This is an optimization exercise on Yosys and OpenROAD, whose aim is small area, not a production implementation.
Where RTL was checked, it was by simulation tests only, not by an equivalence proof against the original.
No functional check of the RTL was part of runs 3 and 4.

## flow/design.v (module list and top-level ports; edited modules follow where they fit)
// module mac5: 1301 lines
// module dmac: 273 lines
// module cnn_top: 350 lines
module cnn_top (
    input clk,
    input rst_n,
    input mode_i,
    input mem_ram_dest_i,
    input [12:0] mem_ram_adr_i,
    input [4:0] mem_ram_adr_offset_i,
    input mem_ram_data_en_i,
    input [11:0] mem_ram_data_i,
    input ecg_ready_i,
    output ecg_predict_en_o,
    input signed [11:0] ecg_data_i,
    output [1:0] ecg_predict_label_o,
    output [23:0] ecg_predict_score_o
);
  // ...
==> flow/run.sh <==
#!/bin/bash
# synth_recipe.tcl (not shown) runs the flow's synth.tcl, then flattens the netlist and writes it again
# the make line also repeats each setting of config.mk as NAME=value (left out here)
make -C /OpenROAD-flow-scripts/flow DESIGN_CONFIG=/design/flow/config.mk WORK_HOME=/design/flow/orfs CLKGATE_MAP_FILE= SYNTH_SCRIPT=/design/flow/synth_recipe.tcl finish
==> flow/config.mk <==
export PLATFORM = sky130hd
export DESIGN_NAME = cnn_top
export DESIGN_NICKNAME = cnn_top
export VERILOG_FILES = /design/flow/design.v
export SDC_FILE = /design/flow/constraint.sdc
export NUM_CORES = 4
export LEC_CHECK = 0
export ABC_AREA = 1
export CAP_MARGIN = 40
export CORE_MARGIN = 2
export CORE_UTILIZATION = 55
export CTS_CLUSTER_DIAMETER = 100
export CTS_CLUSTER_SIZE = 30
export PLACE_DENSITY = 0.7
export SLEW_MARGIN = 40
==> flow/constraint.sdc <==
create_clock -name core_clock -period 20.0 [get_ports {clk}]
set_input_delay 4.0000 -clock core_clock [delete_from_list [all_inputs] [get_ports {clk}]]
set_output_delay 4.0000 -clock core_clock [all_outputs]
set_load 0.01 [all_outputs]
==> flow_summary.yaml, run 1 <==
global_route:
  met1_usage_pct: 43.66
  antenna_found_initial: 22
  grt_max_degree: 82
  grt-busiest-layer: "met1"
synthesis:
  synth_top_cell_area_share_pct: 38.92
  synth-compound-area-share_pct: 9.869
  ys_async_sr_fraction_pct: 1.348
  yosys-top-cells-area: "dfxtp_1 (39%), edfxtp_1 (27%), nand2_1 (6.2%)"
  syn_area_um2: 149900
  synth-edff-count: 1331
routing:
  drcViolationCount: 0
  wl_met2_um: 172700
  vias_per_cell: 5.698
  top_layer_used: "met5"
  initialDrtViolationCount: 11944
  dr_wl_met3_um: 37110
hold_path:
  hold_depth: 0
  hold_start: "ring[172]$_DFF_P_"
finish:
  area_delta_synth_final_pct: 6.462
  multi_input_area_share_pct: 27.69
  finish.utilization_pct: 58.91
  multi_input_area_um2: 44200
  n_antenna_cell: 4
  largestClassByArea: "flip-flops and latches"
  n_clock_buffer: 208
placement:
  place_area_um2: 154500
  post-place-ws_ns: 2.819
  dpl.cell_count: 16291
floorplan:
  die_area_um2: 276800
sta:
  fin_ws_ns: 2.870
  finalSetupViolCount: 0
setup_path:
  r2r_start: "ph[1]$_DFF_PN0_"
  path_delay_family: "adder cells"
  cp_slowest_cell: "dfrtp_1"
  crit_path_end_kind: "flip-flop"
  crit_arrival_ns: 17.90
  crit_fanout: 21
run_status:
  status: "no timing/DRC/antenna violations"
cts:
  cts-root-buf: "clkbuf_16"
==> inputs of run 2 (changes only) <==
--- a/flow/config.mk
+++ b/flow/config.mk
@@ -9,7 +9,5 @@
 export CAP_MARGIN = 40
 export CORE_MARGIN = 2
-export CORE_UTILIZATION = 55
-export CTS_CLUSTER_DIAMETER = 100
-export CTS_CLUSTER_SIZE = 30
-export PLACE_DENSITY = 0.7
+export CORE_UTILIZATION = 30
+export PLACE_DENSITY = 0.5
 export SLEW_MARGIN = 40
==> run 2 against run 1 <==
Against the previous run: core utilization fell by 24 points; first-iteration DRC count fell by 32%; hold slack got worse by 0.074 ns; final cell count rose by 22%; clock skew up 0.030 ns; via count is 0.64% lower; synthesized cell count did not move; sequential share of layout area is 4.8 points lower; final area up 8.4%; worst setup slack better by 0.20 ns; largest cell class unchanged.
==> flow_summary.yaml, run 2 <==
placement:
  post-dp-hpwl_um: 294800
  dpl.cell_count: 19399
  place_congestion: 0.9427
  port_buffers: 66
global_route:
  grt_pass1_wl_um: 632300
  gr-total-overflow: 0
  grt_max_degree: 70
  antenna_found_initial: 32
  grt_pass1_vias: 89781
  track_usage_pct: 16.68
finish:
  area_delta_synth_final_pct: 15.39
  final_net_count: 13763
  regMostFlops: "ring"
  largest_reg_flops: 2880
  layout-drive-gt1-share_pct: 8.485
  fin_cells: 20192
  seq_area_um2: 99790
  mostFrequentLayoutCells: "dfxtp_1 (2915), nand2_1 (2461), o21ai_0 (1691)"
  nFillCells: 49623
  final_common_cell: "dfxtp_1"
  multi_input_area_um2: 44290
sta:
  fin_crit_sh_pct: 84.63
  worstMarginPinSlew_ns: 0.9096
  holdWs_ns: 0.2173
  drv_slew: 0
  skew_ns: 0.1132
  rsz0062_at_grt: "no"
  setup_tns_ns: 0
  hold_viol_final: 0
  fmax_mhz: 59.08
  max-slew-margin-rel_pct: 38.99
  min_period_ns: 16.93
  finalSetupViolCount: 0
cts:
  cts_tree: "built"
  postCtsSetupBuffers: 0
  numCtsBuffers: 424
  cts.reportedPaths.clkPinSlew_ns: 0.06
  clock_path_buffers: 4
  h-tree-depth: 5
  cts_resized: 0
  cts-root-buf: "clkbuf_16"
  clk_latency_ns: 1.05
  cts_sinks: 4304
  cts-hold-fix-buffers: 0
routing:
  vias_per_cell: 4.635
  ant_nets: 0
  drcViolationCount: 0
  dr_total_vias: 93598
  initialDrtViolationCount: 8099
  wl_per_cell_um: 21.43
  drt_wl_total_um: 432700
  firstDrtPassIters: 6
synthesis:
  synthMostInstantiatedCell: "dfxtp_1"
  yosys-top-cells-area: "dfxtp_1 (39%), edfxtp_1 (27%), nand2_1 (6.2%)"
  synth.distinct_cells: 73
  synth_common_cells: "dfxtp_1 (2915), nand2_1 (2461), o21ai_0 (1701), edfxtp_1 (1331), inv_1 (940)"
  ys_seq_elements: 4304
  synth_top_flop_cell: "dfxtp_1"
  synth-edff-count: 1331
  syn_inst: 13135
  ys_warn_count: 12
  synth_area_leader_cell: "dfxtp_1"
  ys_seq_area_share_pct: 66.54
  synth_top_cell_area_share_pct: 38.92
  syn_area_per_cell_um2: 11.42
  syn_area_um2: 149900
  ys_async_sr_fraction_pct: 1.348
setup_path:
  startpoint_type: "flip-flop"
  slowest_delay_ns: 0.87
  crit_arrival_ns: 17.80
  crit_type: "flip-flop to flip-flop"
  path_common_cell: "fa_1"
  worstPathRequired_ns: 20.88
  critPathBufInv: 12
  ff2ff_setup_slack_ns: 3.07
  cp_slowest_cell: "dfrtp_1"
  crit_fanout: 19
  crit_path_end_kind: "flip-flop"
  path_delay_family: "adder cells"
floorplan:
  die_area_um2: 505500
  die_h_um: 711.0
  fp.dieW_um: 711.0
  rows: 259
  core_um2: 497800
  start_util_pct: 30.12
  num_io_pins: 75
run_status:
  status: "no timing/DRC/antenna violations"
run:
  max-cap-violations: 0
hold_path:
  min_path_type: "flip-flop to flip-flop"
run 2: cell type report:
class | instances | share of cell area (%)
Antenna cell | 7 | 0.01012
Timing Repair Buffer | 321 | 1.560
Clock inverter | 192 | 1.227
Clock buffer | 586 | 6.922
Multi-Input combinational cell | 7129 | 25.60
Inverter | 998 | 2.202
Sequential cell | 4304 | 57.67
Tap cell | 6655 | 4.812
run 2: worst paths after layout:
| path | end | cells past startpoint | startpoint |
|---|---|---|---|
| hold / removal | ring[2390]$_DFF_P_ | 0 | ring[2450]$_DFF_P_ |
| setup / recovery | acc[14]$_SDFF_PP0_ | 56 | ph[1]$_DFF_PN0_ |
| min in group asynchronous | fc_out$_DFF_PN0_ | 1 | rst_n |
| max in group asynchronous | fcrun$_DFFE_PN0P_ | 2 | rst_n |
| hold reg to reg | ring[2390]$_DFF_P_ | 0 | ring[2450]$_DFF_P_ |
| setup reg to reg | acc[14]$_SDFF_PP0_ | 56 | ph[1]$_DFF_PN0_ |
run 2: cell families (layout without fill, tap and decap cells):
group / Yosys count / in the layout / share of synthesized area, %
DFF: 4304 / 4304 / 66.54
and+or+nand+nor: 3576 / 3576 / 9.878
other: 1 / 9 / 0.002501
adders and majority gates: 537 / 537 / 6.549
AOI/OAI and AO/OA: 2538 / 2538 / 9.869
buffers and inverters: 1703 / 2097 / 4.357
xor gates and xnor gates: 462 / 462 / 2.699
muxes: 14 / 14 / 0.1018
run 2: through the flow:
stage	cell area, µm²	setup slack, ns	util [%]
6_report	173000	3.075	34.76
5_1_grt	173000	2.355	34.76
4_1_cts	172700	3.002	34.69
3_5_place_dp	158600	2.933	31.86
3_3_place_gp	158300	2.969	31.81
2_1_floorplan	150000	5.350	-
run 2: routing by layer:
layer	global-route usage [%]	share of wire [%]
met5	0	0.021
met1	24.16	47
met3	2.289	5.4
met2	25.59	44
met4	5.560	3.5
==> module cnn_top, before the edit <==
module cnn_top (
    input clk,
    input rst_n,
    input mode_i,
    input mem_ram_dest_i,
    input [12:0] mem_ram_adr_i,
    input [4:0] mem_ram_adr_offset_i,
    input mem_ram_data_en_i,
    input [11:0] mem_ram_data_i,
    input ecg_ready_i,
    output ecg_predict_en_o,
    input signed [11:0] ecg_data_i,
    output [1:0] ecg_predict_label_o,
    output [23:0] ecg_predict_score_o
);
localparam NW = 48;      
localparam NB = 14;      
integer k, t, e;
function [20:0] radd;        
    input [20:0] a, b;
    input ci;
    integer i;
    reg c;
    begin
        c = ci;
        for (i = 0; i < 21; i = i + 1) begin
            radd[i] = a[i] ^ b[i] ^ c;
            c = (a[i] & b[i]) | (a[i] & c) | (b[i] & c);
        end
    end
endfunction
function gt12;               
    input [11:0] a, b;
    integer i;
    reg c;
    begin
        c = 1'b1;            
        for (i = 0; i < 12; i = i + 1)
            c = (b[i] & ~a[i]) | (b[i] & c) | (~a[i] & c);
        gt12 = ~c;
    end
endfunction
reg [6:0] ph;
always @(posedge clk or negedge rst_n) begin
    if (!rst_n)
        ph <= 7'd0;
    else
        ph <= (ph == NW-1) ? 7'd0 : ph + 7'd1;
end
wire wr    = mode_i & mem_ram_data_en_i;
wire wr_w  = wr & mem_ram_dest_i;
wire wr_b  = wr & ~mem_ram_dest_i;
wire [7:0] tgt_raw = {1'b0, mem_ram_adr_i[6:0]} + 8'd47 - {1'b0, ph};
wire [6:0] tgt = (tgt_raw >= 8'd48) ? (tgt_raw - 8'd48) : tgt_raw[6:0];
wire in_ring = (mem_ram_adr_i[6:0] < 7'd48);
reg [4:0] tap_dec;
always @(*) begin
    for (t = 0; t < 5; t = t + 1)
        tap_dec[t] = (mem_ram_adr_offset_i == t);
end
reg [NW/2-1:0] pos_dec;
always @(*) begin
    for (k = 0; k < NW/2; k = k + 1)
        pos_dec[k] = wr_w & in_ring & (tgt == 2*k);
end
reg [NW*60-1:0] ring;
always @(posedge clk) begin
    for (k = 0; k < NW; k = k + 1)
        for (t = 0; t < 5; t = t + 1)
            if ((k % 2 == 0) && pos_dec[k/2] && tap_dec[t])
                ring[(k*5+t)*12 +: 12] <= mem_ram_data_i;
            else
                ring[(k*5+t)*12 +: 12] <= ring[(((k+1)%NW)*5+t)*12 +: 12];
end
wire [59:0] wword = ring[59:0];
reg [11:0] fcw [0:3];
always @(posedge clk) begin
    if (wr_w && mem_ram_adr_offset_i == 5'd4) begin
        if (mem_ram_adr_i[6:0] == 7'd60) fcw[0] <= mem_ram_data_i;
        if (mem_ram_adr_i[6:0] == 7'd61) fcw[1] <= mem_ram_data_i;
        if (mem_ram_adr_i[6:0] == 7'd63) fcw[2] <= mem_ram_data_i;
        if (mem_ram_adr_i[6:0] == 7'd64) fcw[3] <= mem_ram_data_i;
    end
end
reg [11:0] bmem [0:NB-1];
reg [11:0] bfc [0:1];
always @(posedge clk) begin
    for (k = 0; k < NB; k = k + 1)
        if (wr_b && (mem_ram_adr_i[4:0] == k))
            bmem[k] <= mem_ram_data_i;
    if (wr_b && (mem_ram_adr_i[4:0] == 5'd17))
        bfc[0] <= mem_ram_data_i;
    if (wr_b && (mem_ram_adr_i[4:0] == 5'd18))
        bfc[1] <= mem_ram_data_i;
end
reg [11:0] dt [0:15];       
reg [2:0]  dvc [0:3];       
reg [3:0]  dcnt;            
reg        dbusy;
reg [2:0]  des;             
reg [1:0]  dej;             
reg [20:0] dacc;
wire din_en = ecg_ready_i & ~mode_i;
wire [1:0] dline = (des == 3'd4) ? 2'd3 : des[1:0];
wire [11:0] dop_raw = dt[{dline, dej}];
wire        dop_vld = ({1'b0, dej} < dvc[dline]);
wire signed [11:0] dop = dop_vld ? dop_raw : 12'd0;
reg signed [8:0] dcoef;
always @(*) begin
    case ({des == 3'd4, dej})
        3'b000: dcoef = -9'sd33;
        3'b001: dcoef =  9'sd57;
        3'b010: dcoef =  9'sd214;
        3'b011: dcoef =  9'sd124;
        3'b100: dcoef = -9'sd124;
        3'b101: dcoef =  9'sd214;
        3'b110: dcoef = -9'sd57;
        default: dcoef = -9'sd33;
    endcase
end
wire [20:0] dsum;
dmac u_dmac (.x(dop), .c(dcoef), .a((dej == 2'd0) ? 21'd128 : dacc), .s(dsum));
wire [11:0] dy = dsum[19:8];
wire dlast = dbusy & (dej == 2'd3);
wire [3:0] dev;
assign dev[0] = din_en;
assign dev[1] = dlast & (des == 3'd0);
assign dev[2] = dlast & (des == 3'd1);
assign dev[3] = dlast & (des == 3'd2);
wire a_out_en = dlast & (des == 3'd3);
wire d_out_en = dlast & (des == 3'd4);
always @(posedge clk) begin
    for (k = 0; k < 4; k = k + 1)
        if (dev[k]) begin
            dt[4*k+3] <= dt[4*k+2];
            dt[4*k+2] <= dt[4*k+1];
            dt[4*k+1] <= dt[4*k+0];
            dt[4*k+0] <= (k == 0) ? ecg_data_i : dy;
        end
end
always @(posedge clk or negedge rst_n) begin
    if (!rst_n) begin
        for (k = 0; k < 4; k = k + 1)
            dvc[k] <= 3'd0;
        dcnt  <= 4'b0010;
        dbusy <= 1'b0;
        des   <= 3'd0;
        dej   <= 2'd0;
    end
    else begin
        for (k = 0; k < 4; k = k + 1)
            if (dev[k]) begin
                dcnt[k] <= ~dcnt[k];
                if (dvc[k] != 3'd4)
                    dvc[k] <= dvc[k] + 3'd1;
            end
        if (dbusy)
            dej <= dej + 2'd1;
        if (din_en & dcnt[0]) begin
            dbusy <= 1'b1;
            des   <= 3'd0;
            dej   <= 2'd0;
        end
        else if (dlast) begin
            if (des == 3'd3)
                des <= 3'd4;
            else if (des == 3'd4)
                dbusy <= 1'b0;
            else if (dcnt[des+1])
                des <= des + 3'd1;
            else
                dbusy <= 1'b0;
        end
    end
end
always @(posedge clk)
    dacc <= dsum;
reg [11:0] f1 [0:9];        
reg [11:0] f2 [0:19];       
reg [11:0] f3 [0:19];
reg [11:0] f4 [0:19];
reg [11:0] f5 [0:3];        
reg [2:0] c1, c2, c3, c4;   
reg [1:0] c5;               
reg [1:0] pc1, pc2, pc3, pc4;
reg pend, run, fcrun, fc_out, u4b, pdone;
reg fpass;
wire start = (ph == NW-1) & (pend | d_out_en);
wire act2 = (pc1 == 2'd1);
wire act3 = act2 & (pc2 == 2'd1);
wire act4 = act3 & (pc3 == 2'd1);
wire act5 = act4 & (pc4 == 2'd1);
always @(posedge clk or negedge rst_n) begin
    if (!rst_n) begin
        pend <= 1'b0;
        run <= 1'b0;
        fcrun <= 1'b0;
        fc_out <= 1'b0;
        u4b <= 1'b0;
        pdone <= 1'b0;
        fpass <= 1'b1;
        pc1 <= 2'd2;
        pc2 <= 2'd2;
        pc3 <= 2'd2;
        pc4 <= 2'd2;
    end
    else begin
        pend <= (pend | d_out_en) & ~start;
        fc_out <= fcrun & (ph == 7'd3);
        u4b <= run & (ph == NW-1) & act4;
        pdone <= run & (ph == NW-1);
        if (ph == NW-1) begin
            run <= start;
            fcrun <= run & act5;
        end
        else if (ph == 7'd3)
            fcrun <= 1'b0;
        if (pdone)
            fpass <= 1'b0;
        if (pdone) begin
            pc1 <= (pc1 == 2'd2) ? 2'd0 : pc1 + 2'd1;
            if (act2) pc2 <= (pc2 == 2'd2) ? 2'd0 : pc2 + 2'd1;
            if (act3) pc3 <= (pc3 == 2'd2) ? 2'd0 : pc3 + 2'd1;
            if (act4) pc4 <= (pc4 == 2'd2) ? 2'd0 : pc4 + 2'd1;
        end
    end
end
wire l1 = (ph < 7'd8);
wire l2 = (ph >= 7'd8)  & (ph < 7'd24);
wire l3 = (ph >= 7'd24) & (ph < 7'd40);
wire first = fcrun ? ~ph[0] : l1 ? ~ph[0] : (ph[1:0] == 2'd0);
wire [3:0] bidx = l1 ? {2'd0, ph[2:1]} : (ph[5:2] + 4'd2);
wire [11:0] bias = fcrun ? bfc[ph[1]] : bmem[bidx];
reg [11:0] xl [0:4];
wire [11:0] fcx = ph[0] ? f5[3] : ((c5 == 2'd3) ? f5[2] : 12'd0);
wire l4 = ~l1 & ~l2 & ~l3;
reg [13:0] xs;
always @(*) begin
    xs[0] = ~fcrun & l1 & ~ph[0];
    xs[1] = ~fcrun & l1 &  ph[0];
    for (k = 0; k < 4; k = k + 1) begin
        xs[2+k]  = ~fcrun & l2 & (ph[1:0] == k);
        xs[6+k]  = ~fcrun & l3 & (ph[1:0] == k);
        xs[10+k] = ~fcrun & l4 & (ph[1:0] == k);
    end
end
always @(*) begin
    for (e = 0; e < 5; e = e + 1) begin
        xl[e] = (e == 0 && fcrun) ? fcx : 12'd0;
        for (k = 0; k < 2; k = k + 1)
            xl[e] = xl[e] | (f1[5*k+e] & {12{xs[k] & (e < c1)}});
        for (k = 0; k < 4; k = k + 1) begin
            xl[e] = xl[e] | (f2[5*k+e] & {12{xs[2+k] & (e < c2)}});
            xl[e] = xl[e] | (f3[5*k+e] & {12{xs[6+k] & (e < c3)}});
            xl[e] = xl[e] | (f4[5*k+e] & {12{xs[10+k] & (e < c4)}});
        end
    end
end
wire [11:0] w4 = fcrun ? fcw[ph[1:0]] : wword[48 +: 12];
wire [11:0] my;
mac5 u_mac (.x({xl[4], xl[3], xl[2], xl[1], xl[0]}),
            .w({wword[0 +: 12], wword[12 +: 12], wword[24 +: 12], wword[36 +: 12], w4}),
            .y(my));
reg signed [14:0] acc;
always @(posedge clk) begin
        acc <= (fpass & (ph == 7'd0)) ? 15'd0 : radd(first ? {{9{bias[11]}}, bias} : {{6{acc[14]}}, acc}, {{9{my[11]}}, my}, 1'b0);
end
wire [11:0] relu = acc[14] ? 12'd0 : (|acc[13:11]) ? 12'h7FF : {1'b0, acc[10:0]};
wire u1 = run & (ph >= 7'd2)  & (ph <= 7'd8)  & ~ph[0];                   
wire u2 = run & act2 & (ph >= 7'd12) & (ph <= 7'd24) & (ph[1:0] == 2'd0);  
wire u3 = run & act3 & (ph >= 7'd28) & (ph <= 7'd40) & (ph[1:0] == 2'd0);  
wire u4a = run & act4 & (ph == 7'd44);                                    
wire u4 = u4a | u4b;                                                       
wire u5 = fcrun & (ph == 7'd2);                                            
wire [1:0] uo = u1 ? (ph[2:1] - 2'd1) : u2 ? (ph[3:2] - 2'd3) : u3 ? (ph[3:2] - 2'd3) : {1'b0, u4b};
wire [1:0] upc = u1 ? pc1 : u2 ? pc2 : u3 ? pc3 : pc4;
wire ustart = (upc == 2'd2);
reg [11:0] ucur;
always @(*) begin
    ucur = u4b ? f5[3] : f5[0];
    for (k = 0; k < 4; k = k + 1) begin
        if (u1 && uo == k) ucur = f2[5*k];
        if (u2 && uo == k) ucur = f3[5*k];
        if (u3 && uo == k) ucur = f4[5*k];
    end
end
wire [11:0] umax = (ustart || gt12(relu, ucur)) ? relu : ucur;
always @(posedge clk) begin
    for (k = 0; k < 4; k = k + 1) begin
        if (u1 && uo == k) begin
            if (ustart)
                for (e = 4; e > 0; e = e - 1)
                    f2[5*k+e] <= f2[5*k+e-1];
            f2[5*k] <= umax;
        end
        if (u2 && uo == k) begin
            if (ustart)
                for (e = 4; e > 0; e = e - 1)
                    f3[5*k+e] <= f3[5*k+e-1];
            f3[5*k] <= umax;
        end
        if (u3 && uo == k) begin
            if (ustart)
                for (e = 4; e > 0; e = e - 1)
                    f4[5*k+e] <= f4[5*k+e-1];
            f4[5*k] <= umax;
        end
    end
    if (u4a) begin
        if (ustart) begin
            f5[2] <= f5[1];
            f5[1] <= f5[0];
        end
        f5[0] <= umax;
    end
    if (u4b)
        f5[3] <= umax;
    if (a_out_en) begin
        for (e = 4; e > 0; e = e - 1)
            f1[e] <= f1[e-1];
        f1[0] <= dy;
    end
    if (d_out_en) begin
        for (e = 4; e > 0; e = e - 1)
            f1[5+e] <= f1[5+e-1];
        f1[5] <= dy;
    end
end
always @(posedge clk or negedge rst_n) begin
    if (!rst_n) begin
        c1 <= 3'd0; c2 <= 3'd0; c3 <= 3'd0; c4 <= 3'd0; c5 <= 2'd0;
    end
    else begin
        if (d_out_en && c1 != 3'd5) c1 <= c1 + 3'd1;
        if (u1 && uo == 2'd0 && ustart && c2 != 3'd5) c2 <= c2 + 3'd1;
        if (u2 && uo == 2'd0 && ustart && c3 != 3'd5) c3 <= c3 + 3'd1;
        if (u3 && uo == 2'd0 && ustart && c4 != 3'd5) c4 <= c4 + 3'd1;
        if (u4a && ustart && c5 != 2'd3) c5 <= c5 + 2'd1;
    end
end
reg [11:0] pred0;
always @(posedge clk) begin
    if (u5)
        pred0 <= relu;
end
assign ecg_predict_en_o = fc_out;
assign ecg_predict_score_o = {relu, pred0};
assign ecg_predict_label_o[0] = gt12(pred0, relu);
assign ecg_predict_label_o[1] = gt12(relu, pred0);
endmodule
==> inputs of run 3 (changes only) <==
--- a/flow/design.v
+++ b/flow/design.v
@@ -1300,277 +1300,4 @@
 assign y = {n1292, n1290, n1288, n1286, n1284, n1282, n1280, n1278, n1276, n1274, n1272, n1270};
 endmodule
-module dmac (
-    input [11:0] x,
-    input [8:0] c,
-    input [20:0] a,
-    output [20:0] s
-);
-wire n0 = c[1] & ~(c[0] & 1'b0);
-wire n1 = c[0] ^ 1'b0;
-wire n2 = (c[1] & ~c[0] & ~1'b0) | (~c[1] & c[0] & 1'b0);
-wire n3 = (n1 & x[0]) ^ n0;
-wire n4 = ((n1 & x[1]) | (n2 & x[0])) ^ n0;
-wire n5 = ((n1 & x[2]) | (n2 & x[1])) ^ n0;
-wire n6 = ((n1 & x[3]) | (n2 & x[2])) ^ n0;
-wire n7 = ((n1 & x[4]) | (n2 & x[3])) ^ n0;
-wire n8 = ((n1 & x[5]) | (n2 & x[4])) ^ n0;
-wire n9 = ((n1 & x[6]) | (n2 & x[5])) ^ n0;
-wire n10 = ((n1 & x[7]) | (n2 & x[6])) ^ n0;
-wire n11 = ((n1 & x[8]) | (n2 & x[7])) ^ n0;
-wire n12 = ((n1 & x[9]) | (n2 & x[8])) ^ n0;
-wire n13 = ((n1 & x[10]) | (n2 & x[9])) ^ n0;
-wire n14 = ((n1 & x[11]) | (n2 & x[10])) ^ n0;
-wire n15 = ((n1 & x[11]) | (n2 & x[11])) ^ n0;
-wire n16 = ~n15;
-wire n17 = c[3] & ~(c[2] & c[1]);
-wire n18 = c[2] ^ c[1];
-wire n19 = (c[3] & ~c[2] & ~c[1]) | (~c[3] & c[2] & c[1]);
-wire n20 = (n18 & x[0]) ^ n17;
-wire n21 = ((n18 & x[1]) | (n19 & x[0])) ^ n17;
-wire n22 = ((n18 & x[2]) | (n19 & x[1])) ^ n17;
-wire n23 = ((n18 & x[3]) | (n19 & x[2])) ^ n17;
-wire n24 = ((n18 & x[4]) | (n19 & x[3])) ^ n17;
-wire n25 = ((n18 & x[5]) | (n19 & x[4])) ^ n17;
-wire n26 = ((n18 & x[6]) | (n19 & x[5])) ^ n17;
-wire n27 = ((n18 & x[7]) | (n19 & x[6])) ^ n17;
-wire n28 = ((n18 & x[8]) | (n19 & x[7])) ^ n17;
-wire n29 = ((n18 & x[9]) | (n19 & x[8])) ^ n17;
-wire n30 = ((n18 & x[10]) | (n19 & x[9])) ^ n17;
-wire n31 = ((n18 & x[11]) | (n19 & x[10])) ^ n17;
-wire n32 = ((n18 & x[11]) | (n19 & x[11])) ^ n17;
-wire n33 = ~n32;
-wire n34 = c[5] & ~(c[4] & c[3]);
-wire n35 = c[4] ^ c[3];
-wire n36 = (c[5] & ~c[4] & ~c[3]) | (~c[5] & c[4] & c[3]);
-wire n37 = (n35 & x[0]) ^ n34;
-wire n38 = ((n35 & x[1]) | (n36 & x[0])) ^ n34;
-wire n39 = ((n35 & x[2]) | (n36 & x[1])) ^ n34;
-wire n40 = ((n35 & x[3]) | (n36 & x[2])) ^ n34;
-wire n41 = ((n35 & x[4]) | (n36 & x[3])) ^ n34;
-wire n42 = ((n35 & x[5]) | (n36 & x[4])) ^ n34;
-wire n43 = ((n35 & x[6]) | (n36 & x[5])) ^ n34;
-wire n44 = ((n35 & x[7]) | (n36 & x[6])) ^ n34;
-wire n45 = ((n35 & x[8]) | (n36 & x[7])) ^ n34;
-wire n46 = ((n35 & x[9]) | (n36 & x[8])) ^ n34;
-wire n47 = ((n35 & x[10]) | (n36 & x[9])) ^ n34;
-wire n48 = ((n35 & x[11]) | (n36 & x[10])) ^ n34;
-wire n49 = ((n35 & x[11]) | (n36 & x[11])) ^ n34;
-wire n50 = ~n49;
-wire n51 = c[7] & ~(c[6] & c[5]);
-wire n52 = c[6] ^ c[5];
-wire n53 = (c[7] & ~c[6] & ~c[5]) | (~c[7] & c[6] & c[5]);
-wire n54 = (n52 & x[0]) ^ n51;
-wire n55 = ((n52 & x[1]) | (n53 & x[0])) ^ n51;
-wire n56 = ((n52 & x[2]) | (n53 & x[1])) ^ n51;
-wire n57 = ((n52 & x[3]) | (n53 & x[2])) ^ n51;
-wire n58 = ((n52 & x[4]) | (n53 & x[3])) ^ n51;
-wire n59 = ((n52 & x[5]) | (n53 & x[4])) ^ n51;
-wire n60 = ((n52 & x[6]) | (n53 & x[5])) ^ n51;
-wire n61 = ((n52 & x[7]) | (n53 & x[6])) ^ n51;
-wire n62 = ((n52 & x[8]) | (n53 & x[7])) ^ n51;
-wire n63 = ((n52 & x[9]) | (n53 & x[8])) ^ n51;
-wire n64 = ((n52 & x[10]) | (n53 & x[9])) ^ n51;
-wire n65 = ((n52 & x[11]) | (n53 & x[10])) ^ n51;
-wire n66 = ((n52 & x[11]) | (n53 & x[11])) ^ n51;
-wire n67 = ~n66;
-wire n68 = c[8] & ~(c[8] & c[7]);
-wire n69 = c[8] ^ c[7];
-wire n70 = (c[8] & ~c[8] & ~c[7]) | (~c[8] & c[8] & c[7]);
-wire n71 = (n69 & x[0]) ^ n68;
-wire n72 = ((n69 & x[1]) | (n70 & x[0])) ^ n68;
-wire n73 = ((n69 & x[2]) | (n70 & x[1])) ^ n68;
-wire n74 = ((n69 & x[3]) | (n70 & x[2])) ^ n68;
-wire n75 = ((n69 & x[4]) | (n70 & x[3])) ^ n68;
-wire n76 = ((n69 & x[5]) | (n70 & x[4])) ^ n68;
-wire n77 = ((n69 & x[6]) | (n70 & x[5])) ^ n68;
-wire n78 = ((n69 & x[7]) | (n70 & x[6])) ^ n68;
-wire n79 = ((n69 & x[8]) | (n70 & x[7])) ^ n68;
-wire n80 = ((n69 & x[9]) | (n70 & x[8])) ^ n68;
-wire n81 = ((n69 & x[10]) | (n70 & x[9])) ^ n68;
-wire n82 = ((n69 & x[11]) | (n70 & x[10])) ^ n68;
-wire n83 = ((n69 & x[11]) | (n70 & x[11])) ^ n68;
-wire n84 = ~n83;
-wire n85 = n11 ^ n26;
-wire n86 = n11 & n26;
-wire n87 = n12 ^ n27;
-wire n88 = n12 & n27;
-wire n89 = n13 ^ n28;
-wire n90 = n13 & n28;
-wire n91 = n14 ^ n29;
-wire n92 = n14 & n29;
-wire n93 = n16 ^ n30 ^ n45;
-wire n94 = (n16 & n30) | (n16 & n45) | (n30 & n45);
-wire n95 = n31 ^ n46;
-wire n96 = n31 & n46;
-wire n97 = n7 ^ n22;
-wire n98 = n7 & n22;
-wire n99 = n8 ^ n23;
-wire n100 = n8 & n23;
-wire n101 = n9 ^ n24 ^ n39;
-wire n102 = (n9 & n24) | (n9 & n39) | (n24 & n39);
-wire n103 = n54 ^ n51;
-wire n104 = n54 & n51;
-wire n105 = n10 ^ n25 ^ n40;
-wire n106 = (n10 & n25) | (n10 & n40) | (n25 & n40);
-wire n107 = n55 ^ a[7];
-wire n108 = n55 & a[7];
-wire n109 = n85 ^ n41 ^ n56;
-wire n110 = (n85 & n41) | (n85 & n56) | (n41 & n56);
-wire n111 = n71 ^ n68 ^ a[8];
-wire n112 = (n71 & n68) | (n71 & a[8]) | (n68 & a[8]);
-wire n113 = n86 ^ n87 ^ n42;
-wire n114 = (n86 & n87) | (n86 & n42) | (n87 & n42);
-wire n115 = n57 ^ n72 ^ a[9];
-wire n116 = (n57 & n72) | (n57 & a[9]) | (n72 & a[9]);
-wire n117 = n88 ^ n89 ^ n43;
-wire n118 = (n88 & n89) | (n88 & n43) | (n89 & n43);
-wire n119 = n58 ^ n73 ^ a[10];
-wire n120 = (n58 & n73) | (n58 & a[10]) | (n73 & a[10]);
-wire n121 = n90 ^ n91 ^ n44;
-wire n122 = (n90 & n91) | (n90 & n44) | (n91 & n44);
-wire n123 = n59 ^ n74 ^ a[11];
-wire n124 = (n59 & n74) | (n59 & a[11]) | (n74 & a[11]);
-wire n125 = n92 ^ n93 ^ n60;
-wire n126 = (n92 & n93) | (n92 & n60) | (n93 & n60);
-wire n127 = n75 ^ a[12] ^ 1'b1;
-wire n128 = (n75 & a[12]) | (n75 & 1'b1) | (a[12] & 1'b1);
-wire n129 = n94 ^ n95 ^ n61;
-wire n130 = (n94 & n95) | (n94 & n61) | (n95 & n61);
-wire n131 = n76 ^ a[13] ^ 1'b1;
-wire n132 = (n76 & a[13]) | (n76 & 1'b1) | (a[13] & 1'b1);
-wire n133 = n96 ^ n33 ^ n47;
-wire n134 = (n96 & n33) | (n96 & n47) | (n33 & n47);
-wire n135 = n62 ^ n77 ^ a[14];
-wire n136 = (n62 & n77) | (n62 & a[14]) | (n77 & a[14]);
-wire n137 = n48 ^ n63 ^ n78;
-wire n138 = (n48 & n63) | (n48 & n78) | (n63 & n78);
-wire n139 = a[15] ^ 1'b1;
-wire n140 = a[15] & 1'b1;
-wire n141 = n50 ^ n64 ^ n79;
-wire n142 = (n50 & n64) | (n50 & n79) | (n64 & n79);
-wire n143 = n65 ^ n80;
-wire n144 = n65 & n80;
-wire n145 = n5 ^ n20;
-wire n146 = n5 & n20;
-wire n147 = n6 ^ n21;
-wire n148 = n6 & n21;
-wire n149 = n97 ^ n37 ^ n34;
-wire n150 = (n97 & n37) | (n97 & n34) | (n37 & n34);
-wire n151 = n98 ^ n99 ^ n38;
-wire n152 = (n98 & n99) | (n98 & n38) | (n99 & n38);
-wire n153 = n100 ^ n101 ^ n103;
-wire n154 = (n100 & n101) | (n100 & n103) | (n101 & n103);
-wire n155 = n102 ^ n104 ^ n105;
-wire n156 = (n102 & n104) | (n102 & n105) | (n104 & n105);
-wire n157 = n106 ^ n108 ^ n109;
-wire n158 = (n106 & n108) | (n106 & n109) | (n108 & n109);
-wire n159 = n110 ^ n112 ^ n113;
-wire n160 = (n110 & n112) | (n110 & n113) | (n112 & n113);
-wire n161 = n114 ^ n116 ^ n117;
-wire n162 = (n114 & n116) | (n114 & n117) | (n116 & n117);
-wire n163 = n118 ^ n120 ^ n121;
-wire n164 = (n118 & n120) | (n118 & n121) | (n120 & n121);
-wire n165 = n122 ^ n124 ^ n125;
-wire n166 = (n122 & n124) | (n122 & n125) | (n124 & n125);
-wire n167 = n126 ^ n128 ^ n129;
-wire n168 = (n126 & n128) | (n126 & n129) | (n128 & n129);
-wire n169 = n130 ^ n132 ^ n133;
-wire n170 = (n130 & n132) | (n130 & n133) | (n132 & n133);
-wire n171 = n134 ^ n136 ^ n137;
-wire n172 = (n134 & n136) | (n134 & n137) | (n136 & n137);
-wire n173 = n138 ^ n140 ^ n141;
-wire n174 = (n138 & n140) | (n138 & n141) | (n140 & n141);
-wire n175 = n142 ^ n143 ^ a[17];
-wire n176 = (n142 & n143) | (n142 & a[17]) | (n143 & a[17]);
-wire n177 = n144 ^ n67 ^ n81;
-wire n178 = (n144 & n67) | (n144 & n81) | (n67 & n81);
-wire n179 = n82 ^ a[19];
-wire n180 = n82 & a[19];
-wire n181 = n3 ^ n0;
-wire n182 = n3 & n0;
-wire n183 = n4 ^ a[1];
-wire n184 = n4 & a[1];
-wire n185 = n145 ^ n17 ^ a[2];
-wire n186 = (n145 & n17) | (n145 & a[2]) | (n17 & a[2]);
-wire n187 = n146 ^ n147 ^ a[3];
-wire n188 = (n146 & n147) | (n146 & a[3]) | (n147 & a[3]);
-wire n189 = n148 ^ n149 ^ a[4];
-wire n190 = (n148 & n149) | (n148 & a[4]) | (n149 & a[4]);
-wire n191 = n150 ^ n151 ^ a[5];
-wire n192 = (n150 & n151) | (n150 & a[5]) | (n151 & a[5]);
-wire n193 = n152 ^ n153 ^ a[6];
-wire n194 = (n152 & n153) | (n152 & a[6]) | (n153 & a[6]);
-wire n195 = n154 ^ n155 ^ n107;
-wire n196 = (n154 & n155) | (n154 & n107) | (n155 & n107);
-wire n197 = n156 ^ n157 ^ n111;
-wire n198 = (n156 & n157) | (n156 & n111) | (n157 & n111);
-wire n199 = n158 ^ n159 ^ n115;
-wire n200 = (n158 & n159) | (n158 & n115) | (n159 & n115);
-wire n201 = n160 ^ n161 ^ n119;
-wire n202 = (n160 & n161) | (n160 & n119) | (n161 & n119);
-wire n203 = n162 ^ n163 ^ n123;
-wire n204 = (n162 & n163) | (n162 & n123) | (n163 & n123);
-wire n205 = n164 ^ n165 ^ n127;
-wire n206 = (n164 & n165) | (n164 & n127) | (n165 & n127);
-wire n207 = n166 ^ n167 ^ n131;
-wire n208 = (n166 & n167) | (n166 & n131) | (n167 & n131);
-wire n209 = n168 ^ n169 ^ n135;
-wire n210 = (n168 & n169) | (n168 & n135) | (n169 & n135);
-wire n211 = n170 ^ n171 ^ n139;
-wire n212 = (n170 & n171) | (n170 & n139) | (n171 & n139);
-wire n213 = n172 ^ n173 ^ a[16];
-wire n214 = (n172 & n173) | (n172 & a[16]) | (n173 & a[16]);
-wire n215 = n174 ^ n175 ^ 1'b1;
-wire n216 = (n174 & n175) | (n174 & 1'b1) | (n175 & 1'b1);
-wire n217 = n176 ^ n177 ^ a[18];
-wire n218 = (n176 & n177) | (n176 & a[18]) | (n177 & a[18]);
-wire n219 = n178 ^ n179 ^ 1'b1;
-wire n220 = (n178 & n179) | (n178 & 1'b1) | (n179 & 1'b1);
-wire n221 = n180 ^ n84 ^ a[20];
-wire n222 = (n180 & n84) | (n180 & a[20]) | (n84 & a[20]);
-wire n223 = n181 ^ a[0];
-wire n224 = n181 & a[0];
-wire n225 = n182 ^ n183 ^ n224;
-wire n226 = (n182 & n183) | (n182 & n224) | (n183 & n224);
-wire n227 = n184 ^ n185 ^ n226;
-wire n228 = (n184 & n185) | (n184 & n226) | (n185 & n226);
-wire n229 = n186 ^ n187 ^ n228;
-wire n230 = (n186 & n187) | (n186 & n228) | (n187 & n228);
-wire n231 = n188 ^ n189 ^ n230;
-wire n232 = (n188 & n189) | (n188 & n230) | (n189 & n230);
-wire n233 = n190 ^ n191 ^ n232;
-wire n234 = (n190 & n191) | (n190 & n232) | (n191 & n232);
-wire n235 = n192 ^ n193 ^ n234;
-wire n236 = (n192 & n193) | (n192 & n234) | (n193 & n234);
-wire n237 = n194 ^ n195 ^ n236;
-wire n238 = (n194 & n195) | (n194 & n236) | (n195 & n236);
-wire n239 = n196 ^ n197 ^ n238;
-wire n240 = (n196 & n197) | (n196 & n238) | (n197 & n238);
-wire n241 = n198 ^ n199 ^ n240;
-wire n242 = (n198 & n199) | (n198 & n240) | (n199 & n240);
-wire n243 = n200 ^ n201 ^ n242;
-wire n244 = (n200 & n201) | (n200 & n242) | (n201 & n242);
-wire n245 = n202 ^ n203 ^ n244;
-wire n246 = (n202 & n203) | (n202 & n244) | (n203 & n244);
-wire n247 = n204 ^ n205 ^ n246;
-wire n248 = (n204 & n205) | (n204 & n246) | (n205 & n246);
-wire n249 = n206 ^ n207 ^ n248;
-wire n250 = (n206 & n207) | (n206 & n248) | (n207 & n248);
-wire n251 = n208 ^ n209 ^ n250;
-wire n252 = (n208 & n209) | (n208 & n250) | (n209 & n250);
-wire n253 = n210 ^ n211 ^ n252;
-wire n254 = (n210 & n211) | (n210 & n252) | (n211 & n252);
-wire n255 = n212 ^ n213 ^ n254;
-wire n256 = (n212 & n213) | (n212 & n254) | (n213 & n254);
-wire n257 = n214 ^ n215 ^ n256;
-wire n258 = (n214 & n215) | (n214 & n256) | (n215 & n256);
-wire n259 = n216 ^ n217 ^ n258;
-wire n260 = (n216 & n217) | (n216 & n258) | (n217 & n258);
-wire n261 = n218 ^ n219 ^ n260;
-wire n262 = (n218 & n219) | (n218 & n260) | (n219 & n260);
-wire n263 = n220 ^ n221 ^ n262;
-wire n264 = (n220 & n221) | (n220 & n262) | (n221 & n262);
-assign s = {n263, n261, n259, n257, n255, n253, n251, n249, n247, n245, n243, n241, n239, n237, n235, n233, n231, n229, n227, n225, n223};
-endmodule
 module cnn_top (
     input clk,
@@ -1589,5 +1316,4 @@
 );
 localparam NW = 48;      
-localparam NB = 14;      
 integer k, t, e;
 function [20:0] radd;        
@@ -1648,61 +1374,96 @@
 end
 wire [59:0] wword = ring[59:0];
-reg [11:0] fcw [0:3];
+function [3:0] bslot;
+    input [3:0] b;
+    begin
+        case (b)
+            4'd0:  bslot = 4'd0;
+            4'd1:  bslot = 4'd2;
+            4'd2:  bslot = 4'd4;
+            4'd3:  bslot = 4'd6;
+            4'd4:  bslot = 4'd8;
+            4'd5:  bslot = 4'd12;
+            4'd6:  bslot = 4'd1;
+            4'd7:  bslot = 4'd5;
+            4'd8:  bslot = 4'd9;
+            4'd9:  bslot = 4'd13;
+            4'd10: bslot = 4'd3;
+            4'd11: bslot = 4'd7;
+            4'd12: bslot = 4'd10;
+            4'd13: bslot = 4'd14;
+            default: bslot = 4'd15;
+        endcase
+    end
+endfunction
+wire [3:0] btgt = bslot(mem_ram_adr_i[3:0]) + ~ph[3:0];    
+wire bwr = wr_b & (mem_ram_adr_i[6:0] < 7'd14);
+reg [16*12-1:0] bring;
 always @(posedge clk) begin
+    for (k = 0; k < 16; k = k + 1)
+        if ((k % 2 == 0) && bwr && (btgt == k))
+            bring[k*12 +: 12] <= mem_ram_data_i;
+        else
+            bring[k*12 +: 12] <= bring[((k+1)%16)*12 +: 12];
+end
+wire [11:0] cbias = bring[11:0];
+reg [2:0] ph6;
+always @(posedge clk or negedge rst_n) begin
+    if (!rst_n)
+        ph6 <= 3'd0;
+    else
+        ph6 <= (ph6 == 3'd5) ? 3'd0 : ph6 + 3'd1;
+end
+reg [2:0] fslot;
+reg fwr;
+always @(*) begin
+    fwr = 1'b0;
+    fslot = 3'd0;
     if (wr_w && mem_ram_adr_offset_i == 5'd4) begin
-        if (mem_ram_adr_i[6:0] == 7'd60) fcw[0] <= mem_ram_data_i;
-        if (mem_ram_adr_i[6:0] == 7'd61) fcw[1] <= mem_ram_data_i;
-        if (mem_ram_adr_i[6:0] == 7'd63) fcw[2] <= mem_ram_data_i;
-        if (mem_ram_adr_i[6:0] == 7'd64) fcw[3] <= mem_ram_data_i;
+        if (mem_ram_adr_i[6:0] == 7'd60) begin fwr = 1'b1; fslot = 3'd0; end
+        if (mem_ram_adr_i[6:0] == 7'd61) begin fwr = 1'b1; fslot = 3'd1; end
+        if (mem_ram_adr_i[6:0] == 7'd63) begin fwr = 1'b1; fslot = 3'd2; end
+        if (mem_ram_adr_i[6:0] == 7'd64) begin fwr = 1'b1; fslot = 3'd3; end
+    end
+    if (wr_b) begin
+        if (mem_ram_adr_i[6:0] == 7'd17) begin fwr = 1'b1; fslot = 3'd4; end
+        if (mem_ram_adr_i[6:0] == 7'd18) begin fwr = 1'b1; fslot = 3'd5; end
     end
 end
-reg [11:0] bmem [0:NB-1];
-reg [11:0] bfc [0:1];
+wire [3:0] ftgt_raw = {1'b0, fslot} + 4'd5 - {1'b0, ph6};
+wire [2:0] ftgt = (ftgt_raw >= 4'd6) ? (ftgt_raw[2:0] - 3'd6) : ftgt_raw[2:0];
+reg [6*12-1:0] fring;
 always @(posedge clk) begin
-    for (k = 0; k < NB; k = k + 1)
-        if (wr_b && (mem_ram_adr_i[4:0] == k))
-            bmem[k] <= mem_ram_data_i;
-    if (wr_b && (mem_ram_adr_i[4:0] == 5'd17))
-        bfc[0] <= mem_ram_data_i;
-    if (wr_b && (mem_ram_adr_i[4:0] == 5'd18))
-        bfc[1] <= mem_ram_data_i;
-end
+    for (k = 0; k < 6; k = k + 1)
+        if ((k % 2 == 0) && fwr && (ftgt == k))
+            fring[k*12 +: 12] <= mem_ram_data_i;
+        else
+            fring[k*12 +: 12] <= fring[((k+1)%6)*12 +: 12];
+end
+wire [11:0] fcw_now = fring[11:0];
+wire [11:0] fcb_now = fring[36 +: 12];
+reg run, fcrun;             
+wire mac_free = ~run & ~fcrun;
 reg [11:0] dt [0:15];       
 reg [2:0]  dvc [0:3];       
 reg [3:0]  dcnt;            
-reg        dbusy;
+reg        dbusy;           
 reg [2:0]  des;             
-reg [1:0]  dej;             
-reg [20:0] dacc;
+reg [11:0] sq [0:3];
+reg [1:0]  sq_wr, sq_rd;
+reg [2:0]  sq_n;
 wire din_en = ecg_ready_i & ~mode_i;
-wire [1:0] dline = (des == 3'd4) ? 2'd3 : des[1:0];
-wire [11:0] dop_raw = dt[{dline, dej}];
-wire        dop_vld = ({1'b0, dej} < dvc[dline]);
-wire signed [11:0] dop = dop_vld ? dop_raw : 12'd0;
-reg signed [8:0] dcoef;
-always @(*) begin
-    case ({des == 3'd4, dej})
-        3'b000: dcoef = -9'sd33;
-        3'b001: dcoef =  9'sd57;
-        3'b010: dcoef =  9'sd214;
-        3'b011: dcoef =  9'sd124;
-        3'b100: dcoef = -9'sd124;
-        3'b101: dcoef =  9'sd214;
-        3'b110: dcoef = -9'sd57;
-        default: dcoef = -9'sd33;
-    endcase
-end
-wire [20:0] dsum;
-dmac u_dmac (.x(dop), .c(dcoef), .a((dej == 2'd0) ? 21'd128 : dacc), .s(dsum));
-wire [11:0] dy = dsum[19:8];
-wire dlast = dbusy & (dej == 2'd3);
+wire sq_pop = ~dbusy & (sq_n != 3'd0);
+wire deval = dbusy & mac_free;          
+wire [11:0] dy;                         
 wire [3:0] dev;
-assign dev[0] = din_en;
-assign dev[1] = dlast & (des == 3'd0);
-assign dev[2] = dlast & (des == 3'd1);
-assign dev[3] = dlast & (des == 3'd2);
-wire a_out_en = dlast & (des == 3'd3);
-wire d_out_en = dlast & (des == 3'd4);
+assign dev[0] = sq_pop;
+assign dev[1] = deval & (des == 3'd0);
+assign dev[2] = deval & (des == 3'd1);
+assign dev[3] = deval & (des == 3'd2);
+wire a_out_en = deval & (des == 3'd3);
+wire d_out_en = deval & (des == 3'd4);
 always @(posedge clk) begin
+    if (din_en)
+        sq[sq_wr] <= ecg_data_i;
     for (k = 0; k < 4; k = k + 1)
         if (dev[k]) begin
@@ -1710,5 +1471,5 @@
             dt[4*k+2] <= dt[4*k+1];
             dt[4*k+1] <= dt[4*k+0];
-            dt[4*k+0] <= (k == 0) ? ecg_data_i : dy;
+            dt[4*k+0] <= (k == 0) ? sq[sq_rd] : dy;
         end
 end
@@ -1720,5 +1481,7 @@
         dbusy <= 1'b0;
         des   <= 3'd0;
-        dej   <= 2'd0;
+        sq_wr <= 2'd0;
+        sq_rd <= 2'd0;
+        sq_n  <= 3'd0;
     end
     else begin
@@ -1729,12 +1492,16 @@
                     dvc[k] <= dvc[k] + 3'd1;
             end
-        if (dbusy)
-            dej <= dej + 2'd1;
-        if (din_en & dcnt[0]) begin
-            dbusy <= 1'b1;
-            des   <= 3'd0;
-            dej   <= 2'd0;
+        if (din_en)
+            sq_wr <= sq_wr + 2'd1;
+        if (sq_pop)
+            sq_rd <= sq_rd + 2'd1;
+        sq_n <= sq_n + {2'd0, din_en} - {2'd0, sq_pop};
+        if (sq_pop) begin
+            if (dcnt[0]) begin
+                dbusy <= 1'b1;
+                des   <= 3'd0;
+            end
         end
-        else if (dlast) begin
+        else if (deval) begin
             if (des == 3'd3)
                 des <= 3'd4;
@@ -1748,6 +1515,4 @@
     end
 end
-always @(posedge clk)
-    dacc <= dsum;
 reg [11:0] f1 [0:9];        
 reg [11:0] f2 [0:19];       
@@ -1758,5 +1523,5 @@
 reg [1:0] c5;               
 reg [1:0] pc1, pc2, pc3, pc4;
-reg pend, run, fcrun, fc_out, u4b, pdone;
+reg pend, fc_out, u4b, pdone;
 reg fpass;
 wire start = (ph == NW-1) & (pend | d_out_en);
@@ -1804,17 +1569,20 @@
 wire l3 = (ph >= 7'd24) & (ph < 7'd40);
 wire first = fcrun ? ~ph[0] : l1 ? ~ph[0] : (ph[1:0] == 2'd0);
-wire [3:0] bidx = l1 ? {2'd0, ph[2:1]} : (ph[5:2] + 4'd2);
-wire [11:0] bias = fcrun ? bfc[ph[1]] : bmem[bidx];
+wire cbadd = run & ((ph == 7'd0) | (ph == 7'd2) | (ph == 7'd4) | (ph == 7'd6) | (ph == 7'd8) | (ph == 7'd12) |
+                    (ph == 7'd17) | (ph == 7'd21) | (ph == 7'd25) | (ph == 7'd29) | (ph == 7'd35) | (ph == 7'd39) |
+                    (ph == 7'd42) | (ph == 7'd46));
+wire [11:0] bterm = fcrun ? (((ph[1:0] == 2'd1) | (ph[1:0] == 2'd2)) ? fcb_now : 12'd0) : (cbadd ? cbias : 12'd0);
 reg [11:0] xl [0:4];
 wire [11:0] fcx = ph[0] ? f5[3] : ((c5 == 2'd3) ? f5[2] : 12'd0);
 wire l4 = ~l1 & ~l2 & ~l3;
 reg [13:0] xs;
+wire [1:0] dline = (des == 3'd4) ? 2'd3 : des[1:0];
 always @(*) begin
-    xs[0] = ~fcrun & l1 & ~ph[0];
-    xs[1] = ~fcrun & l1 &  ph[0];
+    xs[0] = run & l1 & ~ph[0];
+    xs[1] = run & l1 &  ph[0];
     for (k = 0; k < 4; k = k + 1) begin
-        xs[2+k]  = ~fcrun & l2 & (ph[1:0] == k);
-        xs[6+k]  = ~fcrun & l3 & (ph[1:0] == k);
-        xs[10+k] = ~fcrun & l4 & (ph[1:0] == k);
+        xs[2+k]  = run & l2 & (ph[1:0] == k);
+        xs[6+k]  = run & l3 & (ph[1:0] == k);
+        xs[10+k] = run & l4 & (ph[1:0] == k);
     end
 end
@@ -1828,15 +1596,24 @@
             xl[e] = xl[e] | (f3[5*k+e] & {12{xs[6+k] & (e < c3)}});
             xl[e] = xl[e] | (f4[5*k+e] & {12{xs[10+k] & (e < c4)}});
+            if (e < 4)
+                xl[e] = xl[e] | (dt[4*k+e] & {12{deval & (dline == k) & (e < dvc[k])}});
         end
     end
 end
-wire [11:0] w4 = fcrun ? fcw[ph[1:0]] : wword[48 +: 12];
+wire [11:0] w4 = fcrun ? fcw_now : wword[48 +: 12];
+wire dhp = (des == 3'd4);
+wire [11:0] mw0 = ~deval ? w4              : dhp ? -12'sd124 : -12'sd33;
+wire [11:0] mw1 = ~deval ? wword[36 +: 12] : dhp ?  12'sd214 :  12'sd57;
+wire [11:0] mw2 = ~deval ? wword[24 +: 12] : dhp ? -12'sd57  :  12'sd214;
+wire [11:0] mw3 = ~deval ? wword[12 +: 12] : dhp ? -12'sd33  :  12'sd124;
 wire [11:0] my;
+assign dy = my;
 mac5 u_mac (.x({xl[4], xl[3], xl[2], xl[1], xl[0]}),
-            .w({wword[0 +: 12], wword[12 +: 12], wword[24 +: 12], wword[36 +: 12], w4}),
+            .w({wword[0 +: 12], mw3, mw2, mw1, mw0}),
             .y(my));
 reg signed [14:0] acc;
 always @(posedge clk) begin
-        acc <= (fpass & (ph == 7'd0)) ? 15'd0 : radd(first ? {{9{bias[11]}}, bias} : {{6{acc[14]}}, acc}, {{9{my[11]}}, my}, 1'b0);
+        acc <= (fpass & (ph == 7'd0)) ? 15'd0 :
+               radd(radd(first ? 21'd0 : {{6{acc[14]}}, acc}, {{9{my[11]}}, my}, 1'b0), {{9{bterm[11]}}, bterm}, 1'b0);
 end
 wire [11:0] relu = acc[14] ? 12'd0 : (|acc[13:11]) ? 12'h7FF : {1'b0, acc[10:0]};
--- a/flow/config.mk
+++ b/flow/config.mk
@@ -9,5 +9,7 @@
 export CAP_MARGIN = 40
 export CORE_MARGIN = 2
-export CORE_UTILIZATION = 30
-export PLACE_DENSITY = 0.5
+export CORE_UTILIZATION = 60
+export CTS_CLUSTER_DIAMETER = 50
+export CTS_CLUSTER_SIZE = 30
+export PLACE_DENSITY = 0.75
 export SLEW_MARGIN = 40
==> run 3 against run 2 <==
Against the previous run: final cell count fell by 20%; die area fell by 51%; non-clock buffer count fell by 35; core utilization rose by 32 points; critical endpoint unchanged.
==> flow_summary.yaml, run 3 <==
run_status:
  status: "no timing/DRC/antenna violations"
placement:
  port_buffers: 66
  place_area_um2: 150000
  post-dp-hpwl_um: 289700
  dpl.cell_count: 15545
  place_congestion: 0.9988
  post-place-ws_ns: 2.710
hold_path:
  min_path_type: "flip-flop to flip-flop"
global_route:
  grt_pass1_wl_um: 617600
  grt_pass1_vias: 90336
  track_usage_pct: 34.44
  antenna_found_initial: 16
  gr-total-overflow: 0
  grt_max_degree: 84
setup_path:
  cp_slowest_cell: "a221o_1"
  crit_type: "flip-flop to flip-flop"
  crit_fanout: 19
  r2r_cells: 54
  worstPathRequired_ns: 20.94
  cp-endpoint: "acc[14]$_SDFF_PP0_"
  path_common_cell: "fa_1"
  cp-startpoint: "ph[0]$_DFF_PN0_"
  startpoint_type: "flip-flop"
  slowest_delay_ns: 0.71
  path_delay_family: "adder cells"
  crit_path_end_kind: "flip-flop"
  critPathBufInv: 9
  ff2ff_setup_slack_ns: 2.67
  crit_arrival_ns: 18.27
  r2r_start: "ph[0]$_DFF_PN0_"
  worst-path-stages: 54
  rr_endpoint: "acc[14]$_SDFF_PP0_"
sta:
  holdWs_ns: 0.2529
  fin_crit_sh_pct: 86.66
  drv_slew: 0
  fmax_mhz: 57.70
  max-slew-margin-rel_pct: 39.10
  hold_viol_final: 0
  rsz0062_at_grt: "no"
  min_period_ns: 17.33
  setup_tns_ns: 0
  worstMarginPinSlew_ns: 0.9135
  skew_ns: 0.1355
  finalSetupViolCount: 0
  fin_ws_ns: 2.668
synthesis:
  synth.distinct_cells: 67
  synthMostInstantiatedCell: "dfxtp_1"
  ys_seq_elements: 4364
  ys_async_sr_fraction_pct: 1.512
  syn_area_um2: 145500
  synth_top_flop_cell: "dfxtp_1"
  synth_area_leader_cell: "dfxtp_1"
  syn_area_per_cell_um2: 11.41
  ys_warn_count: 9
  synth-edff-count: 1139
  synth_top_cell_area_share_pct: 43.46
  synth_common_cells: "dfxtp_1 (3159), nand2_1 (2602), o21ai_0 (1807), edfxtp_1 (1139), inv_1 (719)"
  yosys-top-cells-area: "dfxtp_1 (43%), edfxtp_1 (24%), nand2_1 (6.7%)"
  ys_seq_area_share_pct: 68.11
  syn_inst: 12753
cts:
  cts-hold-fix-buffers: 0
  cts_resized: 0
  h-tree-depth: 5
  clk_latency_ns: 1.00
  cts.reportedPaths.clkPinSlew_ns: 0.09
  clock_path_buffers: 4
  postCtsSetupBuffers: 0
  cts_sinks: 4364
  numCtsBuffers: 322
  cts_tree: "built"
  cts-root-buf: "clkbuf_16"
finish:
  finish.utilization_pct: 67.23
  final_net_count: 13213
  area_delta_synth_final_pct: 11.23
  mostFrequentLayoutCells: "dfxtp_1 (3159), nand2_1 (2601), o21ai_0 (1804)"
  fin_cells: 16131
  regMostFlops: "ring"
  stdcell_area_um2: 161900
  final_common_cell: "dfxtp_1"
  layout-drive-gt1-share_pct: 7.829
  largest_reg_flops: 2880
routing:
  vias_per_cell: 5.845
  initialDrtViolationCount: 11716
  ant_nets: 0
  drt_wl_total_um: 428000
  dr_total_vias: 94280
  drcViolationCount: 0
  firstDrtPassIters: 8
  wl_per_cell_um: 26.53
floorplan:
  fp.dieW_um: 496.5
  num_io_pins: 75
  core_um2: 240800
  start_util_pct: 60.44
  rows: 180
  die_h_um: 496.5
  die_area_um2: 246500
run:
  max-cap-violations: 0
## run 3: worst min path at each step
stage | from | end | slack [ns] | depth (start not counted)
after floorplan | bring[120]$_DFF_P_ | bring[108]$_DFF_P_ | 0.31 | 0
after global placement | ring[649]$_DFF_P_ | ring[589]$_DFF_P_ | 0.31 | 0
after detailed placement | ring[2662]$_DFF_P_ | ring[2602]$_DFF_P_ | 0.31 | 0
after CTS | ring[2656]$_DFF_P_ | ring[2596]$_DFF_P_ | 0.25 | 0
after global routing | ring[2656]$_DFF_P_ | ring[2596]$_DFF_P_ | 0.26 | 0
final | ring[2656]$_DFF_P_ | ring[2596]$_DFF_P_ | 0.25 | 0
## run 3: cell families after synthesis
logic type	synth area share, %
muxes	0.06621
adders and majority gates	5.976
DFF	68.11
buffers and inverters	3.767
and+or+nand+nor	9.716
AOI/OAI and AO/OA	9.869
other	0.002577
xor gates and xnor gates	2.498
## run 3: worst reg2reg max path: cells and delay by family (launching register included)
family                   cells  cell delay, ns
adder cells (fa/ha/maj)     24           10.83
flip-flops                   1            0.62
AO/OA/AOI/OAI               11            1.81
buffers and inverters        9            1.85
XOR/XNOR                     4            0.80
AND/OR/NAND/NOR              6            1.37
## run 3: final cells by class
| cell class | instances | area (µm²) |
|---|---|---|
| clock buffers | 338 | 8222 |
| flip-flops and latches | 4364 | 99100 |
| diodes | 7 | 17.52 |
| repair buffers | 286 | 2499 |
| clock inverters | 236 | 3324 |
| inverters | 771 | 2957 |
| fillers | 17164 | 78900 |
| multi-input cells | 6944 | 41740 |
| well taps | 3185 | 3985 |
## run 3: metal layers
layer / wire [µm] / track usage [%]
met1: 187500 / 51.06
met2: 181000 / 49.97
met3: 45560 / 8.812
met4: 13850 / 10.30
met5: 85 / 0
==> inputs of run 4 (changes only) <==
--- a/flow/config.mk
+++ b/flow/config.mk
@@ -10,6 +10,7 @@
 export CORE_MARGIN = 2
 export CORE_UTILIZATION = 60
+export CTS_BUF_LIST = sky130_fd_sc_hd__clkbuf_8
 export CTS_CLUSTER_DIAMETER = 50
-export CTS_CLUSTER_SIZE = 30
+export CTS_CLUSTER_SIZE = 20
 export PLACE_DENSITY = 0.75
 export SLEW_MARGIN = 40
==> run 4 against run 3 <==
Against the previous run: flip-flop and latch count unchanged; core utilization down 1.9 points; final area down 2.8%; sequential share of layout area up 1.8 points; register-to-register slack better by 0.02 ns; area after synthesis unchanged; critical path type unchanged; critical endpoint unchanged.
==> flow_summary.yaml, run 4 <==
setup_path:
  crit_arrival_ns: 18.37
  crit_fanout: 19
  worstPathRequired_ns: 21.06
  path_common_cell: "fa_1"
  slowest_delay_ns: 0.70
  cp_slowest_cell: "a221o_1"
  crit_type: "flip-flop to flip-flop"
  crit_path_end_kind: "flip-flop"
  startpoint_type: "flip-flop"
sta:
  fin_ws_ns: 2.691
  fin_crit_sh_pct: 86.54
  max-slew-margin-rel_pct: 37.22
  rsz0062_at_grt: "no"
  finalSetupViolCount: 0
  worstMarginPinSlew_ns: 0.9417
  setup_tns_ns: 0
  min_period_ns: 17.31
  drv_slew: 0
  skew_ns: 0.1372
  hold_viol_final: 0
  fmax_mhz: 57.77
cts:
  cts_tree: "built"
  cts-root-buf: "clkbuf_8"
  cts_sinks: 4364
  postCtsSetupBuffers: 0
  cts.reportedPaths.clkPinSlew_ns: 0.11
  numCtsBuffers: 338
  clock_path_buffers: 4
  cts-hold-fix-buffers: 0
  cts_resized: 0
  clk_latency_ns: 1.14
  h-tree-depth: 5
global_route:
  antenna_found_initial: 19
  grt_pass1_vias: 88843
  grt_max_degree: 84
  track_usage_pct: 33.86
  grt_pass1_wl_um: 607100
  gr-total-overflow: 0
floorplan:
  die_h_um: 496.5
  die_area_um2: 246500
  num_io_pins: 75
  core_um2: 240800
  rows: 180
  fp.dieW_um: 496.5
  start_util_pct: 60.44
run:
  max-cap-violations: 0
finish:
  mostFrequentLayoutCells: "dfxtp_1 (3159), nand2_1 (2601), o21ai_0 (1804)"
  area_delta_synth_final_pct: 8.115
  regMostFlops: "ring"
  final_common_cell: "dfxtp_1"
  final_net_count: 13230
  layout-drive-gt1-share_pct: 7.554
  nFillCells: 17883
  largest_reg_flops: 2880
synthesis:
  ys_seq_area_share_pct: 68.11
  synth.distinct_cells: 67
  ys_warn_count: 9
  synth_top_cell_area_share_pct: 43.46
  synth-edff-count: 1139
  yosys-top-cells-area: "dfxtp_1 (43%), edfxtp_1 (24%), nand2_1 (6.7%)"
  syn_inst: 12753
  synth_area_leader_cell: "dfxtp_1"
  ys_seq_elements: 4364
  synth_common_cells: "dfxtp_1 (3159), nand2_1 (2602), o21ai_0 (1807), edfxtp_1 (1139), inv_1 (719)"
  syn_area_per_cell_um2: 11.41
  synthMostInstantiatedCell: "dfxtp_1"
  synth_top_flop_cell: "dfxtp_1"
  syn_area_um2: 145500
  ys_async_sr_fraction_pct: 1.512
placement:
  post-place-ws_ns: 2.710
  place_congestion: 0.9988
  port_buffers: 66
  post-dp-hpwl_um: 289700
routing:
  drt_wl_total_um: 421400
  wl_per_cell_um: 26.16
  vias_per_cell: 5.801
  drcViolationCount: 0
  dr_total_vias: 93468
  initialDrtViolationCount: 11176
  firstDrtPassIters: 6
  ant_nets: 0
run_status:
  status: "no timing/DRC/antenna violations"
hold_path:
  min_path_type: "flip-flop to flip-flop"
[run 4: changes by cell type in the layout (fill, tap and decap cells not counted), moves of 8 or more]
| cell | delta |
|---|---|
| clkinv_2 | +17 |
| clkbuf_1 | -9 |
| bufinv_16 | +8 |
| clkbuf_8 | +348 |
| clkinvlp_4 | +15 |
| inv_12 | -36 |
| inv_16 | -12 |
| inv_1 | +14 |
| clkinv_8 | -37 |
| clkbuf_16 | -325 |
[run 4: per-stage QoR]
| stage | instances | util [%] | instance area [µm²] | hold WS (ns) |
|---|---|---|---|---|
| 3_3_place_gp | 15531 | 62.14 | 149600 | 0.3095 |
| 6_report | 16113 | 65.34 | 157300 | 0.2564 |
| 4_1_cts | 16099 | 65.23 | 157000 | 0.2542 |
| 2_1_floorplan | 12754 | - | 145500 | 0.3096 |
| 5_1_grt | 16106 | 65.34 | 157300 | 0.2532 |
| 3_5_place_dp | 15545 | 62.30 | 150000 | 0.3121 |
[run 4: layer usage]
| layer | routed length (µm) | track usage, % | up-vias |
|---|---|---|---|
| met1 | 187500 | 50.97 | 45824 |
| met2 | 175300 | 48.58 | 4560 |
| met5 | 99 | 0 | - |
| met4 | 13630 | 9.813 | 16 |
| met3 | 44940 | 8.477 | 783 |
| li1 | - | - | 42285 |
[run 4: final timing paths]
kind | from | endpoint | slack [ns] | cells past startpoint
max | ph[0]$_DFF_PN0_ | acc[14]$_SDFF_PP0_ | 2.69 | 54
min | ring[2059]$_DFF_P_ | ring[1999]$_DFF_P_ | 0.26 | 0
max reg2reg | ph[0]$_DFF_PN0_ | acc[14]$_SDFF_PP0_ | 2.69 | 54
min reg2reg | ring[2059]$_DFF_P_ | ring[1999]$_DFF_P_ | 0.26 | 0
max in group asynchronous | rst_n | dcnt[2]$_DFFE_PN0P_ | 16.21 | 2
min in group asynchronous | rst_n | c2[0]$_DFFE_PN0P_ | 2.73 | 1
[run 4: critical path: cells and delay by family (launching register included)]
kind	cells	cell delay [ns]
flip-flops	1	0.62
XOR/XNOR	4	0.79
adder cells (fa/ha/maj)	24	10.91
AND/OR/NAND/NOR	6	1.34
buffers and inverters	9	1.70
AO/OA/AOI/OAI	11	1.78
[run 4: cells by family (layout without fill, tap and decap cells)]
group	after synthesis	in the layout	synth area share, %
compound gates	2536	2536	9.869
buf+inv	1446	1612	3.767
simple gates	3506	3506	9.716
xor+xnor	415	415	2.498
flops	4364	4364	68.11
mux	9	9	0.06621
other cells	1	10	0.002577
fa+ha+maj	476	476	5.976
[run 4: area by class of cell]
cell class | instances | area, µm² | share of cell area, %
sequential | 4364 | 99100 | 62.99
multi-input combinational | 6944 | 41710 | 26.51
clock buffer | 352 | 4845 | 3.079
tap | 3185 | 3985 | 2.533
inverter | 771 | 2957 | 1.879
timing repair buffer | 287 | 2506 | 1.593
clock inverter | 202 | 2196 | 1.396
antenna | 8 | 20.02 | 0.01273

==> static timing again, ports no longer ideal <==
In the flow no input, the clock included, has a driving cell. The finished layouts below were timed again as built, in two steps. Step 1 (the two cells are an assumption about what drives the block):
set clk [get_ports {clk}]
set_driving_cell -lib_cell sky130_fd_sc_hd__clkbuf_16 $clk
set_driving_cell -lib_cell sky130_fd_sc_hd__buf_2 [delete_from_list [all_inputs] $clk]
Step 2 times the ports against the registers' clock, not the clock port: input delays grow and output delays shrink by t, the midpoint of the rising clock arrivals with the driver on. Three values: no drivers, after step 1, after step 2; two values: the first two.
| run | t, ns | slack for setup (ns) | worst setup path after step 2 | pins driven straight from the clock port |
|---|---|---|---|---|
| run 1 | 0.970 | 2.870 / 2.870 / 2.870 | register to register | 1 |
| run 2 | 1.094 | 3.075 / 3.075 / 3.075 | register to register | 1 |
| run 3 | 1.040 | 2.668 / 2.668 / 2.668 | register to register | 1 |
| run 4 | 1.175 | 2.691 / 2.691 / 2.691 | register to register | 1 |
After both steps every run listed still meets setup and hold.
